From an optimization exercise on the open Yosys and OpenROAD flow, aimed at small area and a short achievable clock period; shortcuts taken in it are not production practice.
Where RTL was checked, it was by simulation tests only, not by an equivalence proof against the original.

==> quartz <==
Design simon32_64, start of the top module:
module simon32_64 (
  input  logic        clk, reset,
  input  logic        in_valid,
  input  logic [31:0] plaintext,
  input  logic [63:0] key,
  output logic        out_valid,
  output logic [31:0] ciphertext
);
==> flow/config.mk <==
export PLATFORM = sky130hd
export DESIGN_NAME = simon32_64
export DESIGN_NICKNAME = simon32_64
export VERILOG_FILES = /design/flow/design.v
export SDC_FILE = /design/flow/constraint.sdc
export NUM_CORES = 4
export LEC_CHECK = 0
export CAP_MARGIN = 20
export CORE_MARGIN = 2
export CORE_UTILIZATION = 55
export CTS_CLUSTER_DIAMETER = 80
export CTS_CLUSTER_SIZE = 30
export GPL_TIMING_DRIVEN = 0
export SETUP_SLACK_MARGIN = 1.0
export SLEW_MARGIN = 20
export SYNTH_HIERARCHICAL = 1
export SYNTH_MINIMUM_KEEP_SIZE = 0
==> flow/constraint.sdc <==
create_clock -name core_clock -period 2.5 [get_ports {clk}]
set_input_delay 0.5000 -clock core_clock [delete_from_list [all_inputs] [get_ports {clk}]]
set_output_delay 0.5000 -clock core_clock [all_outputs]
set_load 0.01 [all_outputs]
standard.sh (not shown) runs the stock make flow with config.mk's settings and CLKGATE_MAP_FILE= SYNTH_SCRIPT=/design/flow/synth_recipe.tcl, a recipe that flattens the netlist after the stock synthesis.
==> flow/flow/run.sh <==
#!/bin/bash
# The standard layout, except that the output ports get a fast buffer (buf_4) instead of the
# default port buffer; the input ports keep the default. Everything else is standard.sh as is.
set -euo pipefail
here=$(pwd)
bash standard.sh DONT_BUFFER_PORTS=1 PRE_GLOBAL_PLACE_TCL="$here/flow/ports.tcl" finish > "$here/flow_standard.log" 2>&1
==> flow/flow/ports.tcl <==
# Port buffers, placed where global_place.tcl would put them: inputs with the default cell,
# outputs with a fast buffer.
buffer_ports -inputs
buffer_ports -outputs -buffer_cell sky130_fd_sc_hd__buf_4
==> inputs of onyx, as changes to quartz <==
--- a/flow/config.mk
+++ b/flow/config.mk
@@ -12,6 +12,8 @@
 export CTS_CLUSTER_SIZE = 30
 export GPL_TIMING_DRIVEN = 0
-export SETUP_SLACK_MARGIN = 1.0
+export PLACE_DENSITY = 0.8
+export SETUP_SLACK_MARGIN = 0.9
 export SLEW_MARGIN = 20
 export SYNTH_HIERARCHICAL = 1
 export SYNTH_MINIMUM_KEEP_SIZE = 0
+export TNS_END_PERCENT = 50
==> summary.txt <==
quantity	onyx	quartz
Result of the run	finished clean	finished clean
Worst hold slack after final layout	0.135 ns	0.0405 ns
Final non-filler cell total	6,728	6,896
Hold Crit Start	key[59]	key[48]
Global-route wire length before repair	228,000 µm	247,000 µm
Sequential cell area	0.0287 mm²	0.0292 mm²
Number of nets at the end of the flow	5,419	5,578
Arrival time of the worst setup path	1.20 ns	1.18 ns
Max-slew headroom	50.4%	56.5%
Detail Placement HPWL	132,000 µm	143,000 µm
Post-CTS setup buffer count	39	120


==> run a: inputs <==
simon32_64, a different RTL version from the one above (not shown whole).
==> module shifter, before the edit <==
module shifter #(
  parameter WIDTH = 16
)  
(
  input logic [WIDTH-1:0] shift_in,
  input logic direction,
  input logic [($clog2(WIDTH))-1:0] shift_amount,
  output logic [WIDTH-1:0] shift_out
);
  logic [WIDTH-1:0] temp ;
  always_comb begin
    if (direction == 1'b1)
      temp = (shift_in >> shift_amount) | (shift_in << (WIDTH - shift_amount));
    else
      temp = (shift_in << shift_amount) | (shift_in >> (WIDTH - shift_amount));
  end
  assign shift_out = temp;
endmodule
==> module round, before the edit <==
module round (
  input logic clk, reset,
  input logic [15:0] x_in, y_in, key_in,
  output logic [15:0] x_out, y_out
);
  logic [15:0] S1_sig, S2_sig, S8_sig;
  logic [15:0] x_temp, y_temp;
  shifter #(16) S1 (x_in, 1'b0, 4'd1, S1_sig);
  shifter #(16) S2 (x_in, 1'b0, 4'd8, S8_sig);
  shifter #(16) S3 (x_in, 1'b0, 4'd2, S2_sig);
  always_ff @(posedge clk) begin
	  if (reset) begin
		x_temp <= 16'h00;
		y_temp <= 16'h00;
	  end
	  else begin
		x_temp <= (S1_sig & S8_sig) ^ y_in ^ S2_sig ^ key_in;
		y_temp <= x_in;
	  end
  end
  assign x_out = x_temp;
  assign y_out = y_temp;
endmodule
==> module key_gen, before the edit <==
module key_gen (
  input logic clk, reset,
  input logic [63:0] key_in,
  input logic [31:0] z_in,
  output logic [31:0] z_out,
  output logic [15:0] key_out,
  output logic [63:0] next_key 
);
  logic [15:0] k1;
  logic [15:0] k2;
  logic [15:0] k3;
  logic [15:0] k4;
  logic [15:0] encrypt_c, k4_shifted, temp_1_shifted, C_Z;  
  logic [15:0] temp_1, temp_2, temp_3, temp_4; 			    
  logic [31:0] z_shifted, z_temp;
  shifter #(16) S1 (k4, 1'b1, 4'd3, k4_shifted);
  shifter #(16) S2 (temp_1, 1'b1, 4'd1, temp_1_shifted); 
  shifter #(32) S3 (z_in, 1'b0, 5'd1, z_shifted); 
  always_comb begin
	k1 = key_in[15:0];
	k2 = key_in[31:16];
	k3 = key_in[47:32];
	k4 = key_in[63:48];
  end
  always_comb begin
	C_Z = {{15'd0},{z_in[31]}};
	temp_1 = k4_shifted ^ k2;
	temp_2 = (temp_1 ^ k1);
	temp_3 = temp_2 ^ temp_1_shifted;
	temp_4 = 16'hfffc ^ C_Z;
	encrypt_c = temp_3 ^ temp_4;
  end
  always_ff @(posedge clk) begin
	if (reset) begin
		next_key <= {64{1'b0}};
		z_temp <= {32{1'b0}};
	end
	else begin
		next_key <= {{encrypt_c},{k4},{k3},{k2}};
		z_temp <= z_shifted;
	end
  end
  assign z_out = z_temp;
  assign key_out = k1;
endmodule
==> module simon32_64, before the edit <==
module simon32_64 (
	input logic clk, reset,
	input logic in_valid,
	input logic [31:0] plaintext,
	input logic [63:0] key,
	output logic out_valid,
	output logic [31:0] ciphertext
);
	logic [15:0] round_xin, round_yin, round_xout, round_yout;
	logic [15:0] x_in, y_in;
	logic [31:0] plaintext_r, temp_out;
	logic [63:0] key_r;
	logic [511:0] xx_in, yy_in, key_out;
	logic [2047:0] next_key;
	logic [1023:0] z_values;
	logic [31:0] z_0;
	logic [33:0] valid_r;
	assign z_0 = 32'hFA2561CD;
	always_ff @(posedge clk) begin
		plaintext_r <= plaintext;
		key_r <= key;
	end
	assign x_in = plaintext_r[31:16];
	assign y_in = plaintext_r[15:0];
	round round_function_1 (clk, reset, x_in, y_in, key_out[15:0],
							xx_in[15:0], yy_in[15:0]);
	key_gen key_generator_1(clk, reset, key_r, z_0, z_values[31:0],
							key_out[15:0], next_key[63:0]);
	generate
		genvar i;
		for(i=1; i<32; i=i+1) begin : encryption
			round round_function (clk, reset, xx_in[(i-1)*16 +: 16], yy_in[(i-1)*16 +: 16], 
									key_out[i*16 +: 16], xx_in[i*16 +: 16], yy_in[i*16 +: 16]);
			key_gen key_generator(clk, reset, next_key[(i-1)*64 +: 64], z_values[(i-1)*32 +: 32], z_values[i*32 +: 32],
									key_out[i*16 +: 16], next_key[i*64 +: 64]);
		end
	endgenerate
	always_ff @(posedge clk) begin
		if (reset)
			temp_out <= {32{1'b0}};
		else
			temp_out <= {{xx_in[511:496]},{yy_in[511:496]}};			
	end
	assign ciphertext = temp_out;
	always_ff @(posedge clk) begin
		if (reset)
			valid_r <= {34{1'b0}};
		else
			valid_r <= {valid_r[32:0], in_valid};
	end
	assign out_valid = valid_r[33];
endmodule
make LEC_CHECK=0 CAP_MARGIN=20 CORE_MARGIN=2 CORE_UTILIZATION=40 SLEW_MARGIN=20 finish   # period 2.5 ns
run.sh (not shown) runs the stock make flow with config.mk's settings and CLKGATE_MAP_FILE= SYNTH_SCRIPT=/design/flow/synth_recipe.tcl, a recipe that flattens the netlist after the stock synthesis.
Stock flow here: none of the scripts above is used.
==> run b (differences from run a) <==
==> flow/design.v (replaced) <==
module shifter #(
  parameter int AMOUNT = 1
) (
  input  logic [15:0] shift_in,
  output logic [15:0] shift_out
);
  assign shift_out = (shift_in << AMOUNT) | (shift_in >> (16 - AMOUNT));
endmodule
module round (
  input  logic [15:0] x_in, y_in, key_in,
  output logic [15:0] x_out, y_out
);
  logic [15:0] s1, s2, s8;
  shifter #(1) S1 (x_in, s1);
  shifter #(8) S8 (x_in, s8);
  shifter #(2) S2 (x_in, s2);
  assign x_out = (s1 & s8) ^ y_in ^ s2 ^ key_in;
  assign y_out = x_in;
endmodule
module key_gen (
  input  logic [63:0] key_in,
  input  logic        zbit,
  output logic [63:0] key_out
);
  logic [15:0] k3r3, t, tr1;
  shifter #(13) S3 (key_in[63:48], k3r3);    
  assign t = k3r3 ^ key_in[31:16];
  shifter #(15) S1 (t, tr1);                 
  assign key_out = {key_in[15:0] ^ t ^ tr1 ^ 16'hfffc ^ {15'd0, zbit}, key_in[63:16]};
endmodule
module simon32_64 (
  input  logic        clk, reset,
  input  logic        in_valid,
  input  logic [31:0] plaintext,
  input  logic [63:0] key,
  output logic        out_valid,
  output logic [31:0] ciphertext
);
  localparam logic [32:0] REG_AFTER = 33'h155555555;
  localparam int NREG = 17;
  localparam logic [31:0] Z0 = 32'hFA2561CD;
  logic [15:0] xc [0:32], yc [0:32], xs [0:32], ys [0:32];
  logic [63:0] kc [0:32], ks [0:32];
  assign xc[0] = plaintext[31:16];
  assign yc[0] = plaintext[15:0];
  assign kc[0] = key;
  genvar r;
  generate
    for (r = 0; r <= 32; r++) begin : st
      if (REG_AFTER[r]) begin : q
        logic [15:0] xq, yq;
        logic [63:0] kq;
        always_ff @(posedge clk) begin
          xq <= xc[r];
          yq <= yc[r];
          kq <= kc[r];
        end
        assign xs[r] = xq;
        assign ys[r] = yq;
        assign ks[r] = kq;
      end else begin : w
        assign xs[r] = xc[r];
        assign ys[r] = yc[r];
        assign ks[r] = kc[r];
      end
      if (r < 32) begin : rd
        round   R (xs[r], ys[r], ks[r][15:0], xc[r+1], yc[r+1]);
        key_gen K (ks[r], Z0[31-r], kc[r+1]);
      end
    end
  endgenerate
  assign ciphertext = {xs[32], ys[32]};
  logic [NREG-1:0] valid_r;
  always_ff @(posedge clk) begin
    if (reset)
      valid_r <= '0;
    else
      valid_r <= {valid_r, in_valid};
  end
  assign out_valid = valid_r[NREG-1];
endmodule
==> summary.txt <==
| metric | run b | run a |
|---|---|---|
| Number of placed instances, taps included | 7082 | 12600 |
| Run status | finished clean | finished clean |
| Summed area of non-filler cells in the final layout | 0.0734 sq mm | 0.131 sq mm |
| Share of cell area taken by multi-input logic gates | 44.0% | 38.6% |
| Met2 WL post-DR | 93800 um | 138000 um |
| Met3 global-route usage | 2.93% | 2.28% |
| Count of non-filler cells in the finished layout | 7386 | 13200 |
| Final period demand of the worst path | 2.15 ns | 2.37 ns |
| Die Wd | 403 um | 538 um |
| Hold Crit Start | key[0] | key[32] |
| R2r endpoint | st[6].q.kq[60]$_DFF_P_ | encryption[9].round_function.x_temp[8]$_SDFF_PP0_ |
| Final core utilization | 46.5% | 46.1% |
| CTS sink cnt | 1553 | 3099 |
| Ratio of final minimum period to clock period | 86.2% | 94.7% |
| Synthesized net count | 4977 | 9037 |
| Clk Latency, worst-skew pair | 0.80 ns | 0.91 ns |
| Worst Hold End | st[0].q.kq[0]$_DFF_P_ | key_r[32]$_DFF_P_ |
The RTL of run b was laid out without a check of its function.


==> inputs of branch ember <==
Another version of the RTL of simon32_64 (not shown whole).
Settings: LEC_CHECK=0, CAP_MARGIN=20, CORE_MARGIN=2, CORE_UTILIZATION=65, CTS_CLUSTER_DIAMETER=80, CTS_CLUSTER_SIZE=30, GPL_TIMING_DRIVEN=0, PLACE_DENSITY=0.8, SETUP_SLACK_MARGIN=0.85, SLEW_MARGIN=20, SYNTH_HIERARCHICAL=1, SYNTH_MINIMUM_KEEP_SIZE=0; clock period 2.5 ns.
standard.sh (not shown) runs the stock make flow with config.mk's settings and CLKGATE_MAP_FILE= SYNTH_SCRIPT=/design/flow/synth_recipe.tcl, a recipe that flattens the netlist after the stock synthesis.
==> flow/flow/run.sh <==
#!/bin/bash
# The standard layout, except that the output ports get a fast buffer (buf_4) instead of the
# default port buffer; the input ports get buf_4 too. Everything else is standard.sh as is.
set -euo pipefail
here=$(pwd)
bash standard.sh DONT_BUFFER_PORTS=1 PRE_GLOBAL_PLACE_TCL="$here/flow/ports.tcl" finish > "$here/flow_standard.log" 2>&1
==> flow/flow/ports.tcl <==
# Port buffers, placed where global_place.tcl would put them: a fast buffer (buf_4) on every
# input and output port instead of the default delay buffer.
buffer_ports -inputs -buffer_cell sky130_fd_sc_hd__buf_4
buffer_ports -outputs -buffer_cell sky130_fd_sc_hd__buf_4
==> inputs of branch indigo, as changes to branch ember <==
==> flow/flow/run.sh (replaced) <==
#!/bin/bash
# The standard layout, except that the output ports get a fast buffer (buf_4) instead of the
# default port buffer; the input ports keep the default. Everything else is standard.sh as is.
set -euo pipefail
here=$(pwd)
bash standard.sh DONT_BUFFER_PORTS=1 PRE_GLOBAL_PLACE_TCL="$here/flow/ports.tcl" finish > "$here/flow_standard.log" 2>&1
==> flow/flow/ports.tcl (replaced) <==
# Port buffers, placed where global_place.tcl would put them: inputs with the default cell,
# outputs with a fast buffer.
buffer_ports -inputs
buffer_ports -outputs -buffer_cell sky130_fd_sc_hd__buf_4
==> summary.txt <==
                                                       branch indigo  branch ember
Number of nets in the layout                                    5467          5450
Post-Place Worst Slack                                    -0.9922 ns    -0.4852 ns
Fraction of the cycle the final worst path needs              0.7530        0.7216
Endpoint of the worst-slack reg-to-reg timing path          xq15[14]       xq15[5]
Proportion of cell area occupied by registers                 0.4093        0.4153
Initial DRC Count                                               3642          3592
Combined global-route utilization of all metal layers         0.3698        0.3652
Tightest slew margin relative to the limit                    0.5382        0.4443
Global-route wire length before repair                     239600 µm     236400 µm
Clk_skew                                                  0.02743 ns    0.02253 ns
Run status                                  timing/DRC/antenna clean  timing/DRC/antenna clean
Met3 routed WL                                              14740 µm      13450 µm
Placed inst area                                         0.06003 mm²   0.05979 mm²
Final core utilization                                        0.7875        0.7758
Vias in the first global route                                 34310         33695
Global-route met1 utilization                                 0.5430        0.5464
No functional check of the RTL was part of any run of this note.


==> inputs of v28 <==
RTL: one of the versions met above, not the one the previous note started from.
==> flow/config.mk <==
export PLATFORM = sky130hd
export DESIGN_NAME = simon32_64
export DESIGN_NICKNAME = simon32_64
export VERILOG_FILES = /design/flow/design.v
export SDC_FILE = /design/flow/constraint.sdc
export NUM_CORES = 4
export LEC_CHECK = 0
export CAP_MARGIN = 20
export CORE_MARGIN = 2
export CORE_UTILIZATION = 55
export CTS_CLUSTER_DIAMETER = 80
export CTS_CLUSTER_SIZE = 30
export GPL_TIMING_DRIVEN = 0
export PLACE_DENSITY = 0.8
export SETUP_SLACK_MARGIN = 0.85
export SLEW_MARGIN = 20
export SYNTH_HIERARCHICAL = 1
export SYNTH_MINIMUM_KEEP_SIZE = 0
export TNS_END_PERCENT = 0
==> flow/constraint.sdc <==
create_clock -name core_clock -period 2.5 [get_ports {clk}]
set_input_delay 0.5000 -clock core_clock [delete_from_list [all_inputs] [get_ports {clk}]]
set_output_delay 0.5000 -clock core_clock [all_outputs]
set_load 0.01 [all_outputs]
==> flow/flow/run.sh <==
#!/bin/bash
# The standard layout, except that the output ports get a fast buffer (buf_4) instead of the
# default port buffer; the input ports keep the default. Everything else is standard.sh as is.
set -euo pipefail
here=$(pwd)
bash standard.sh DONT_BUFFER_PORTS=1 PRE_GLOBAL_PLACE_TCL="$here/flow/ports.tcl" finish > "$here/flow_standard.log" 2>&1
==> flow/flow/ports.tcl <==
# Port buffers, placed where global_place.tcl would put them: inputs with the default cell,
# outputs with a fast buffer.
buffer_ports -inputs
buffer_ports -outputs -buffer_cell sky130_fd_sc_hd__buf_4
==> v36 (differences from v28) <==
- CTS_CLUSTER_DIAMETER: 80 -> not set
- CTS_CLUSTER_SIZE: 30 -> not set
- TNS_END_PERCENT: 0 -> not set
==> summary.txt <==
v28 completed with no timing, DRC or antenna violations. v36 went through all stages and came out clean. Against v36, the cell count of v28 is lower by about 3.5%. Between v28 and v36, the lower routed wire length is in v28 (gap about 5%, measured against v36). Between v36 and v28, the lower worst setup slack is in v28 (gap 0.21 ns). Against v28, the hold slack of v36 is lower by 0.031 ns.
==> figures <==
quantity	v28	v36
Outcome	finished clean	finished clean
FF+latch area	0.02851 mm^2	0.02860 mm^2
Layout-to-synthesis area ratio	1.0884x	1.2020x
Fmax	521.5 MHz	585.3 MHz
NumNets Final	5365	5502
Total area of multi-input combinational cells	0.02985 mm^2	0.03248 mm^2
M3 GR Usage	0.02967	0.03896
Global-route wire length before repair	226500 um	234900 um
Destination of the worst hold path	kq30_31[4]	kq2_3[3]

-- re-timing with driven ports --
The flow's constraints put no driver on any port. The routed layouts listed below were extracted and timed again, unchanged, in two steps. Step 1 sets driving cells, clkbuf_16 on the clock port and buf_2 on the other inputs (assumed; they add their load-dependent delay and slew). Step 2 also shifts input and output timing later by t, the mid clock arrival at the registers, as if the neighbouring blocks saw the same clock. Three values: no drivers, after step 1, after step 2; two values: the first two.
run | t (ns) | slack for setup (ns) | worst hold slack (ns) | slew at the worst register clock pin (ns) | worst slew at a driven data input, ns | pins driven straight from the clock port
quartz | 0.797 | 0.820 / 0.747 / 0.199 | 0.041 / -0.009 / 0.340 | 0.12 / 0.12 | 0.05 | 1
onyx | 0.790 | 0.795 / 0.715 / 0.151 | 0.135 / 0.076 / 0.326 | 0.12 / 0.12 | 0.05 | 1
run a | 0.972 | 0.134 / 0.036 / -0.297 | 0.066 / -0.004 / 0.413 | 0.07 / 0.07 | 0.10 | 1
run b | 0.855 | 0.346 / 0.267 / 0.379 | 0.141 / 0.087 / 0.319 | 0.07 / 0.07 | 0.08 | 1
branch ember | 0.760 | 0.696 / 0.704 / -0.056 | 0.072 / 0.032 / 0.394 | 0.12 / 0.12 | 0.09 | 1
branch indigo | 0.748 | 0.618 / 0.636 / -0.112 | 0.176 / 0.144 / 0.389 | 0.12 / 0.12 | 0.09 | 1
v28 | 0.786 | 0.582 / 0.582 / -0.065 | 0.336 / 0.280 / 0.336 | 0.12 / 0.12 | 0.05 | 1
v36 | 0.833 | 0.792 / 0.714 / 0.077 | 0.305 / 0.239 / 0.313 | 0.07 / 0.07 | 0.05 | 1
With both steps, setup timing fails in run a, branch ember, branch indigo and v28, where it was met with ideal ports. For branch ember, which loses most, drivers alone change the setup slack by +0.008 ns; drivers and shift together by -0.752 ns.
